What follows belongs to an exercise in optimizing a design on an open flow for small area, a short achievable clock period and few clock cycles; a production flow would make more cautious choices. Where RTL was checked, it was by simulation tests only, not by an equivalence proof against the original. No activity file was given, so power comes from the tool's default toggle rates.

Setup of JK:
==> flow/design.v <==
module cb_seg(
    input wire clk,
    input wire reset,
    input wire[11:0] tb_size_in,
    input wire wreq_size,
    output wire rreq_data,
    input wire[7:0] tb_in,
    output wire cb_valid,
    output wire[7:0] cb_data,
    output wire cb_size,
    output wire cb_start
);
reg [10:0] wq [0:32];
reg [32:0] v;
wire       release_cur;
wire [32:0] fa;      
wire [31:0] mv;      
assign fa[32] = 1'b1;
genvar g;
generate for (g = 0; g < 32; g = g + 1) begin : q
    assign fa[g] = fa[g+1] & v[g+1];
    assign mv[g] = v[g] & ~fa[g];
    always @(posedge clk)
        if (mv[g]) wq[g+1] <= wq[g];
end endgenerate
always @(posedge clk)
    if (wreq_size) wq[0] <= tb_size_in[10:0];
always @(posedge clk or posedge reset)
    if (reset) v <= 33'd0;
    else begin
        v[0] <= wreq_size | (v[0] & ~mv[0]);
        v[32] <= mv[31] | (v[32] & ~release_cur);
        v[31:1] <= mv[30:0] | (v[31:1] & ~mv[31:1]);
    end
wire [10:0] cur = wq[32];
localparam IDLE = 2'd0, BODY = 2'd2, CRC = 2'd3;
reg [1:0]  ph;
reg [10:0] p;
reg        fill;     
reg        fe;       
reg        lastnc;   
reg        twob;     
reg        big;      
reg        sob;      
reg        blk2;     
reg [1:0]  cc;       
wire c_gt132 = cur > 11'd132;
wire c_gt768 = cur > 11'd768;
wire c_gt894 = cur > 11'd894;
wire c_nofill = (cur == 11'd132) | (cur == 11'd768) | (cur == 11'd894) | (cur == 11'd1530);
wire c_fill1  = (cur == 11'd131) | (cur == 11'd767) | (cur == 11'd893) | (cur == 11'd1529);
wire p_fe = twob ? (big ? (p == 11'd1528) : (p == 11'd892))
                 : (big ? (p == 11'd766) : (p == 11'd130));
wire tb_last = (ph == BODY & lastnc & ~twob) | (ph == CRC & cc == 2'd2 & blk2);
wire start = v[32] & ((ph == IDLE) | tb_last);
wire fill_end = (ph == BODY) & fill & fe;
assign release_cur = (start & c_nofill) | fill_end;
always @(posedge clk or posedge reset)
    if (reset) ph <= IDLE;
    else if (start) ph <= BODY;
    else case (ph)
        BODY: if (lastnc) ph <= twob ? CRC : IDLE;
        CRC:  if (cc == 2'd2) ph <= blk2 ? IDLE : BODY;
        default: ;
    endcase
always @(posedge clk) begin
    if (start) begin
        p      <= cur;
        fill   <= ~c_nofill;
        fe     <= c_fill1;
        lastnc <= 1'b0;
        twob   <= c_gt768;
        big    <= c_gt132 & ~(c_gt768 & ~c_gt894);
        sob    <= 1'b1;
        blk2   <= 1'b0;
    end else case (ph)
        BODY: begin
            sob <= 1'b0;
            cc  <= 2'd0;
            if (fill) begin
                if (fe) begin
                    p      <= cur;
                    fill   <= 1'b0;
                    lastnc <= (cur == 11'd1);
                end else begin
                    p      <= p + 11'd1;
                    fe     <= p_fe;
                end
            end else begin
                p      <= p - 11'd1;
                lastnc <= (p == 11'd2) | (twob & ~blk2 & (p == 11'd767));
            end
        end
        CRC: begin
            cc <= cc + 2'd1;
            if (cc == 2'd2) begin
                blk2 <= 1'b1;
                big  <= 1'b1;
                sob  <= 1'b1;
            end
        end
        default: ;
    endcase
end
wire is_v    = ph[1];                       
wire is_data = (ph == BODY) & ~fill;
wire is_crc  = (ph == CRC);
reg s1_v, s2_v, s1_d, s2_d, s1_c, s2_c;
reg s1_st, s2_st, s1_sz, s2_sz;
reg rreq_q;
assign rreq_data = rreq_q;
always @(posedge clk or posedge reset)
    if (reset) begin
        s1_v <= 1'b0; s2_v <= 1'b0; rreq_q <= 1'b0;
    end else begin
        s1_v <= is_v; s2_v <= s1_v; rreq_q <= is_data;
    end
always @(posedge clk) begin
    s1_d <= is_data; s1_c <= is_crc; s1_st <= sob; s1_sz <= big;
    s2_d <= s1_d;    s2_c <= s1_c;   s2_st <= s1_st; s2_sz <= s1_sz;
end
reg [7:0]  ob;       
reg        ov, ost, osz;
reg        ocu;      
reg [23:0] crc;
assign cb_valid = ov;
assign cb_data  = ob;
assign cb_start = ost;
assign cb_size  = osz;
function [23:0] crc_next(input [23:0] s, input [7:0] d);
    reg [23:0] r;
    integer k;
    begin
        r = s;
        for (k = 0; k < 8; k = k + 1)
            r = {r[22:0], 1'b0} ^ ((r[23] ^ d[k]) ? 24'h800063 : 24'h0);
        crc_next = r;
    end
endfunction
wire [23:0] crc_n = crc_next(crc, ob);
always @(posedge clk or posedge reset)
    if (reset) ov <= 1'b0;
    else       ov <= s2_v;
always @(posedge clk) begin
    ost <= s2_st;
    osz <= s2_sz;
    ocu <= s2_v & ~s2_c;
    if (s2_c)
        ob <= ocu ? crc_n[7:0] : crc[15:8];
    else
        ob <= s2_d ? tb_in : 8'h00;
    if (s2_v & s2_st) crc <= 24'hffffff;
    else if (ocu) crc <= crc_n;
    else if (s2_c) crc[15:0] <= crc[23:8];
end
endmodule
Settings: LEC_CHECK=0, CAP_MARGIN=20, CORE_MARGIN=2, CORE_UTILIZATION=40, CTS_CLUSTER_DIAMETER=60, CTS_CLUSTER_SIZE=30, SETUP_SLACK_MARGIN=3.0, SLEW_MARGIN=20; clock period 5.0 ns.
run.sh (not shown) runs the stock make flow with config.mk's settings and CLKGATE_MAP_FILE= SYNTH_SCRIPT=/design/flow/synth_recipe.tcl, a recipe that flattens the netlist after the stock synthesis.
Testbench counts of JK, summed over its fixed seeds: cycles 1,060,569.
For MS, these inputs were changed with respect to JK:
diff --git a/flow/design.v b/flow/design.v
--- a/flow/design.v
+++ b/flow/design.v
@@ -103,24 +103,24 @@
     endcase
 end
 wire is_v    = ph[1];                       
 wire is_data = (ph == BODY) & ~fill;
 wire is_crc  = (ph == CRC);
 reg s1_v, s2_v, s1_d, s2_d, s1_c, s2_c;
-reg s1_st, s2_st, s1_sz, s2_sz;
+reg s1_st, s2_st;
 reg rreq_q;
 assign rreq_data = rreq_q;
 always @(posedge clk or posedge reset)
     if (reset) begin
         s1_v <= 1'b0; s2_v <= 1'b0; rreq_q <= 1'b0;
     end else begin
         s1_v <= is_v; s2_v <= s1_v; rreq_q <= is_data;
     end
 always @(posedge clk) begin
-    s1_d <= is_data; s1_c <= is_crc; s1_st <= sob; s1_sz <= big;
-    s2_d <= s1_d;    s2_c <= s1_c;   s2_st <= s1_st; s2_sz <= s1_sz;
+    s1_d <= is_data; s1_c <= is_crc; s1_st <= sob;
+    s2_d <= s1_d;    s2_c <= s1_c;   s2_st <= s1_st;
 end
 reg [7:0]  ob;       
 reg        ov, ost, osz;
 reg        ocu;      
 reg [23:0] crc;
 assign cb_valid = ov;
@@ -140,13 +140,13 @@
 wire [23:0] crc_n = crc_next(crc, ob);
 always @(posedge clk or posedge reset)
     if (reset) ov <= 1'b0;
     else       ov <= s2_v;
 always @(posedge clk) begin
     ost <= s2_st;
-    osz <= s2_sz;
+    if (s2_st) osz <= big;
     ocu <= s2_v & ~s2_c;
     if (s2_c)
         ob <= ocu ? crc_n[7:0] : crc[15:8];
     else
         ob <= s2_d ? tb_in : 8'h00;
     if (s2_v & s2_st) crc <= 24'hffffff;
### Flow results
Number of CTS-inserted buffers: JK vs MS identical
Comparing setup slack at placement for JK and MS, the bigger number came from MS.
The area enclosed by the die boundary on MS is in line with that on JK.
Routed wire length was higher in JK than in MS.
Part of the power in combinational logic (lower): MS
Cmp MS vs JK: count of clock-buffer cells in the layout lower in MS
JK and MS ended up with nearly the same register area share after synthesis.
Final worst slack in MS is 0.035 ns above JK.
Diff JK -> MS: fraction of power spent switching nets now smaller; synthesized area divided by synthesized cell count comparable; design area now smaller; proportion of synthesized flip-flops having asynchronous set or reset comparable.
No functional check of the RTL was part of MS.

// cb_seg: RTL as listed in full above, without the edits since
export LEC_CHECK = 0
export CAP_MARGIN = 20
export CORE_MARGIN = 2
export CORE_UTILIZATION = 40
export CTS_CLUSTER_DIAMETER = 60
export CTS_CLUSTER_SIZE = 30
export SETUP_SLACK_MARGIN = 2.85
export SLEW_MARGIN = 20
create_clock -name core_clock -period 5.0 [get_ports {clk}]
standard.sh (not shown) runs the stock make flow with config.mk's settings and CLKGATE_MAP_FILE= SYNTH_SCRIPT=/design/flow/synth_recipe.tcl, a recipe that flattens the netlist after the stock synthesis.
==> flow/flow/run.sh <==
#!/bin/bash
# The standard layout with two changes to how it is made: the clock tree gets
# no dummy loads, and the port buffers are the smallest buffer cell.
set -e
export CTS_ARGS="-sink_clustering_enable -repair_clock_nets -sink_clustering_size 30 -sink_clustering_max_diameter 60 -dont_use_dummy_load"
export BUFFER_PORTS_ARGS="-buffer_cell sky130_fd_sc_hd__buf_1"
cp standard.sh standard_sh_copy.txt
bash standard.sh > standard.log 2>&1
Testbench counts at the start, summed over its fixed seeds: cycles 1,060,569.
Then changed:
--- a/flow/design.v
+++ b/flow/design.v
@@ -104,22 +104,22 @@
 end
 wire is_v    = ph[1];                       
 wire is_data = (ph == BODY) & ~fill;
 wire is_crc  = (ph == CRC);
 reg s1_v, s2_v, s1_d, s2_d, s1_c, s2_c;
-reg s1_st, s2_st, s1_sz, s2_sz;
+reg s1_st, s2_st;
 reg rreq_q;
 assign rreq_data = rreq_q;
 always @(posedge clk or posedge reset)
     if (reset) begin
         s1_v <= 1'b0; s2_v <= 1'b0; rreq_q <= 1'b0;
     end else begin
         s1_v <= is_v; s2_v <= s1_v; rreq_q <= is_data;
     end
 always @(posedge clk) begin
-    s1_d <= is_data; s1_c <= is_crc; s1_st <= sob; s1_sz <= big;
-    s2_d <= s1_d;    s2_c <= s1_c;   s2_st <= s1_st; s2_sz <= s1_sz;
+    s1_d <= is_data; s1_c <= is_crc; s1_st <= sob;
+    s2_d <= s1_d;    s2_c <= s1_c;   s2_st <= s1_st;
 end
 reg [7:0]  ob;       
 reg        ov, ost, osz;
 reg        ocu;      
 reg [23:0] crc;
@@ -141,11 +141,11 @@
 always @(posedge clk or posedge reset)
     if (reset) ov <= 1'b0;
     else       ov <= s2_v;
 always @(posedge clk) begin
     ost <= s2_st;
-    osz <= s2_sz;
+    if (s2_st) osz <= big;
     ocu <= s2_v & ~s2_c;
     if (s2_c)
         ob <= ocu ? crc_n[7:0] : crc[15:8];
     else
         ob <= s2_d ? tb_in : 8'h00;
The changed run passed the timing, design-rule and antenna checks; routed wire length climbs by 1.9%; clock skew climbs by 0.0080 ns; sequential share of layout area drops by 0.30 points; setup slack is worse by 0.0034 ns; hold slack is worse by 0.011 ns; design area is about the same.
The RTL of the second run of this note was laid out without a check of its function.

Another version of the RTL of cb_seg (not shown whole).
Size: roughly 830 cells after synthesis, about 470 flip-flops, roughly 35 I/O pins.
==> module cb_seg, before the edit <==
module cb_seg(
    input wire clk,
    input wire reset,
    input wire[11:0] tb_size_in,
    input wire wreq_size,
    output wire rreq_data,
    input wire[7:0] tb_in,
    output wire cb_valid,
    output wire[7:0] cb_data,
    output wire cb_size,
    output wire cb_start
);
reg [10:0] wq [0:32];
reg [32:0] v;
wire       release_cur;
wire [32:0] fa;      
wire [31:0] mv;      
assign fa[32] = 1'b1;
genvar g;
generate for (g = 0; g < 32; g = g + 1) begin : q
    assign fa[g] = fa[g+1] & v[g+1];
    assign mv[g] = v[g] & ~fa[g];
    always @(posedge clk)
        if (mv[g]) wq[g+1] <= wq[g];
end endgenerate
always @(posedge clk)
    if (wreq_size) wq[0] <= tb_size_in[10:0];
always @(posedge clk or posedge reset)
    if (reset) v <= 33'd0;
    else begin
        v[0] <= wreq_size | (v[0] & ~mv[0]);
        v[32] <= mv[31] | (v[32] & ~release_cur);
        v[31:1] <= mv[30:0] | (v[31:1] & ~mv[31:1]);
    end
wire [10:0] cur = wq[32];
localparam IDLE = 2'd0, BODY = 2'd2, CRC = 2'd3;
reg [1:0]  ph;
reg [10:0] p;        
reg        fill;     
reg        twob;     
reg        big;      
reg        sob;      
reg        blk2;     
reg [1:0]  cc;       
wire c_gt132 = cur > 11'd132;
wire c_gt768 = cur > 11'd768;
wire c_gt894 = cur > 11'd894;
wire [10:0] ktot_m1 = c_gt894 ? 11'd1529 : c_gt768 ? 11'd893 : c_gt132 ? 11'd767 : 11'd131;
wire c_nofill = (cur == 11'd132) | (cur == 11'd768) | (cur == 11'd894) | (cur == 11'd1530);
wire body_last_nc = (p == 11'd0) | (twob & ~blk2 & (p == 11'd765));
wire tb_last = (ph == BODY & body_last_nc & ~twob) | (ph == CRC & cc == 2'd2 & blk2);
wire start = v[32] & ((ph == IDLE) | tb_last);
wire fill_end = (ph == BODY) & fill & (p == cur);
assign release_cur = (start & c_nofill) | fill_end;
always @(posedge clk or posedge reset)
    if (reset) ph <= IDLE;
    else if (start) ph <= BODY;
    else case (ph)
        BODY: if (body_last_nc) ph <= twob ? CRC : IDLE;
        CRC:  if (cc == 2'd2) ph <= blk2 ? IDLE : BODY;
        default: ;
    endcase
always @(posedge clk) begin
    if (start) begin
        p    <= ktot_m1;
        fill <= ~c_nofill;
        twob <= c_gt768;
        big  <= c_gt132 & ~(c_gt768 & ~c_gt894);
        sob  <= 1'b1;
        blk2 <= 1'b0;
    end else case (ph)
        BODY: begin
            p   <= p - 11'd1;
            sob <= 1'b0;
            if (fill_end) fill <= 1'b0;
            cc  <= 2'd0;
        end
        CRC: begin
            cc <= cc + 2'd1;
            if (cc == 2'd2) begin
                blk2 <= 1'b1;
                big  <= 1'b1;
                sob  <= 1'b1;
            end
        end
        default: ;
    endcase
end
wire is_v    = ph[1];                       
wire is_data = (ph == BODY) & ~fill;
wire is_crc  = (ph == CRC);
reg s1_v, s2_v, s1_d, s2_d, s1_c, s2_c;
reg [1:0] s1_cc, s2_cc;
reg s1_st, s2_st, s1_sz, s2_sz;
reg rreq_q;
assign rreq_data = rreq_q;
always @(posedge clk or posedge reset)
    if (reset) begin
        s1_v <= 1'b0; s2_v <= 1'b0; rreq_q <= 1'b0;
    end else begin
        s1_v <= is_v; s2_v <= s1_v; rreq_q <= is_data;
    end
always @(posedge clk) begin
    s1_d <= is_data; s1_c <= is_crc; s1_cc <= cc; s1_st <= sob; s1_sz <= big;
    s2_d <= s1_d;    s2_c <= s1_c;   s2_cc <= s1_cc; s2_st <= s1_st; s2_sz <= s1_sz;
end
reg [7:0]  ob;       
reg        ov, ost, osz, onc;
reg [23:0] crc;
assign cb_valid = ov;
assign cb_data  = ob;
assign cb_start = ost;
assign cb_size  = osz;
function [23:0] crc_next(input [23:0] s, input [7:0] d);
    reg [23:0] r;
    integer k;
    begin
        r = s;
        for (k = 0; k < 8; k = k + 1)
            r = {r[22:0], 1'b0} ^ ((r[23] ^ d[k]) ? 24'h800063 : 24'h0);
        crc_next = r;
    end
endfunction
wire [23:0] crc_n = crc_next(crc, ob);
always @(posedge clk or posedge reset)
    if (reset) ov <= 1'b0;
    else       ov <= s2_v;
always @(posedge clk) begin
    ost <= s2_st;
    osz <= s2_sz;
    onc <= ~s2_c;
    if (s2_c)
        ob <= (s2_cc == 2'd0) ? crc_n[7:0] : (s2_cc == 2'd1) ? crc[15:8] : crc[23:16];
    else
        ob <= s2_d ? tb_in : 8'h00;
    if (s2_v & s2_st) crc <= 24'hffffff;
    else if (ov & onc) crc <= crc_n;
end
endmodule
export LEC_CHECK = 0
export CAP_MARGIN = 20
export CORE_MARGIN = 2
export CORE_UTILIZATION = 40
export CTS_CLUSTER_DIAMETER = 60
export CTS_CLUSTER_SIZE = 30
export SETUP_SLACK_MARGIN = 3.0
export SLEW_MARGIN = 20
create_clock -name core_clock -period 5.0 [get_ports {clk}]
run.sh (not shown) runs the stock make flow with config.mk's settings and CLKGATE_MAP_FILE= SYNTH_SCRIPT=/design/flow/synth_recipe.tcl, a recipe that flattens the netlist after the stock synthesis.
Stock flow here: none of the scripts above is used.
Edit:
--- a/flow/design.v
+++ b/flow/design.v
@@ -33,49 +33,65 @@
         v[31:1] <= mv[30:0] | (v[31:1] & ~mv[31:1]);
     end
 wire [10:0] cur = wq[32];
 localparam IDLE = 2'd0, BODY = 2'd2, CRC = 2'd3;
 reg [1:0]  ph;
-reg [10:0] p;        
+reg [10:0] p;
 reg        fill;     
+reg        fe;       
+reg        lastnc;   
 reg        twob;     
 reg        big;      
 reg        sob;      
 reg        blk2;     
 reg [1:0]  cc;       
 wire c_gt132 = cur > 11'd132;
 wire c_gt768 = cur > 11'd768;
 wire c_gt894 = cur > 11'd894;
-wire [10:0] ktot_m1 = c_gt894 ? 11'd1529 : c_gt768 ? 11'd893 : c_gt132 ? 11'd767 : 11'd131;
 wire c_nofill = (cur == 11'd132) | (cur == 11'd768) | (cur == 11'd894) | (cur == 11'd1530);
-wire body_last_nc = (p == 11'd0) | (twob & ~blk2 & (p == 11'd765));
-wire tb_last = (ph == BODY & body_last_nc & ~twob) | (ph == CRC & cc == 2'd2 & blk2);
+wire c_fill1  = (cur == 11'd131) | (cur == 11'd767) | (cur == 11'd893) | (cur == 11'd1529);
+wire p_fe = twob ? (big ? (p == 11'd1528) : (p == 11'd892))
+                 : (big ? (p == 11'd766) : (p == 11'd130));
+wire tb_last = (ph == BODY & lastnc & ~twob) | (ph == CRC & cc == 2'd2 & blk2);
 wire start = v[32] & ((ph == IDLE) | tb_last);
-wire fill_end = (ph == BODY) & fill & (p == cur);
+wire fill_end = (ph == BODY) & fill & fe;
 assign release_cur = (start & c_nofill) | fill_end;
 always @(posedge clk or posedge reset)
     if (reset) ph <= IDLE;
     else if (start) ph <= BODY;
     else case (ph)
-        BODY: if (body_last_nc) ph <= twob ? CRC : IDLE;
+        BODY: if (lastnc) ph <= twob ? CRC : IDLE;
         CRC:  if (cc == 2'd2) ph <= blk2 ? IDLE : BODY;
         default: ;
     endcase
 always @(posedge clk) begin
     if (start) begin
-        p    <= ktot_m1;
-        fill <= ~c_nofill;
-        twob <= c_gt768;
-        big  <= c_gt132 & ~(c_gt768 & ~c_gt894);
-        sob  <= 1'b1;
-        blk2 <= 1'b0;
+        p      <= cur;
+        fill   <= ~c_nofill;
+        fe     <= c_fill1;
+        lastnc <= 1'b0;
+        twob   <= c_gt768;
+        big    <= c_gt132 & ~(c_gt768 & ~c_gt894);
+        sob    <= 1'b1;
+        blk2   <= 1'b0;
     end else case (ph)
         BODY: begin
-            p   <= p - 11'd1;
             sob <= 1'b0;
-            if (fill_end) fill <= 1'b0;
             cc  <= 2'd0;
+            if (fill) begin
+                if (fe) begin
+                    p      <= cur;
+                    fill   <= 1'b0;
+                    lastnc <= (cur == 11'd1);
+                end else begin
+                    p      <= p + 11'd1;
+                    fe     <= p_fe;
+                end
+            end else begin
+                p      <= p - 11'd1;
+                lastnc <= (p == 11'd2) | (twob & ~blk2 & (p == 11'd767));
+            end
         end
         CRC: begin
             cc <= cc + 2'd1;
             if (cc == 2'd2) begin
                 blk2 <= 1'b1;
Result: Count of clock-buffer cells in the layout falls by 1; non-clock buffer count rises by 24; first-iteration DRC count rises by 69%; register-to-register slack gets better by 70 ps; via count rises by 9.1%; design area rises by 2.1%; hold slack gets worse by 3.7 ps; routed wire length rises by 7.6%.
Testbench counts after the change, summed over its fixed seeds: cycles 1,060,569.
For the first run of this note, only the layout was checked, not whether the RTL still works.

[separate check: timing with driven ports]
The flow's constraints put no driver on any port. The routed layouts listed below were extracted and timed again, unchanged, in two steps. Step 1 (the two cells are an assumption about what drives the block):
set clk [get_ports {clk}]
set_driving_cell -lib_cell sky130_fd_sc_hd__clkbuf_16 $clk
set_driving_cell -lib_cell sky130_fd_sc_hd__buf_2 [delete_from_list [all_inputs] $clk]
Step 2 moves the port delays by t, midway between the first and last clock arrival at a register: inputs arrive t later, outputs are due t later. That takes back most of the time a late clock gives input paths. a / b / c = ideal / step 1 / step 2; a / b = the first two.
| run | shift t [ns] | slack for setup (ns) | worst register clock-pin slew, ns | pins driven straight from the clock port |
|---|---|---|---|---|
| JK | 0.645 | 2.879 / 2.829 / 2.843 | 0.10 / 0.10 | 1 |
| MS | 0.633 | 2.914 / 2.862 / 2.859 | 0.10 / 0.10 | 1 |
| the first run of note 2 | 0.601 | 2.908 / 2.855 / 2.922 | 0.10 / 0.10 | 1 |
| the second run of note 2 | 0.607 | 2.905 / 2.853 / 2.905 | 0.10 / 0.10 | 1 |
| the first run of note 3 | 0.617 | 2.887 / 2.868 / 2.848 | 0.10 / 0.10 | 1 |
| the second run of note 3 | 0.615 | 2.913 / 2.863 / 2.855 | 0.10 / 0.10 | 1 |
After both steps setup and hold are still met in every run listed. The setup slack of the second run of note 3, which loses most, moves by -0.050 ns with the drivers and by -0.058 ns with both steps. Setup slack includes reset recovery checks.
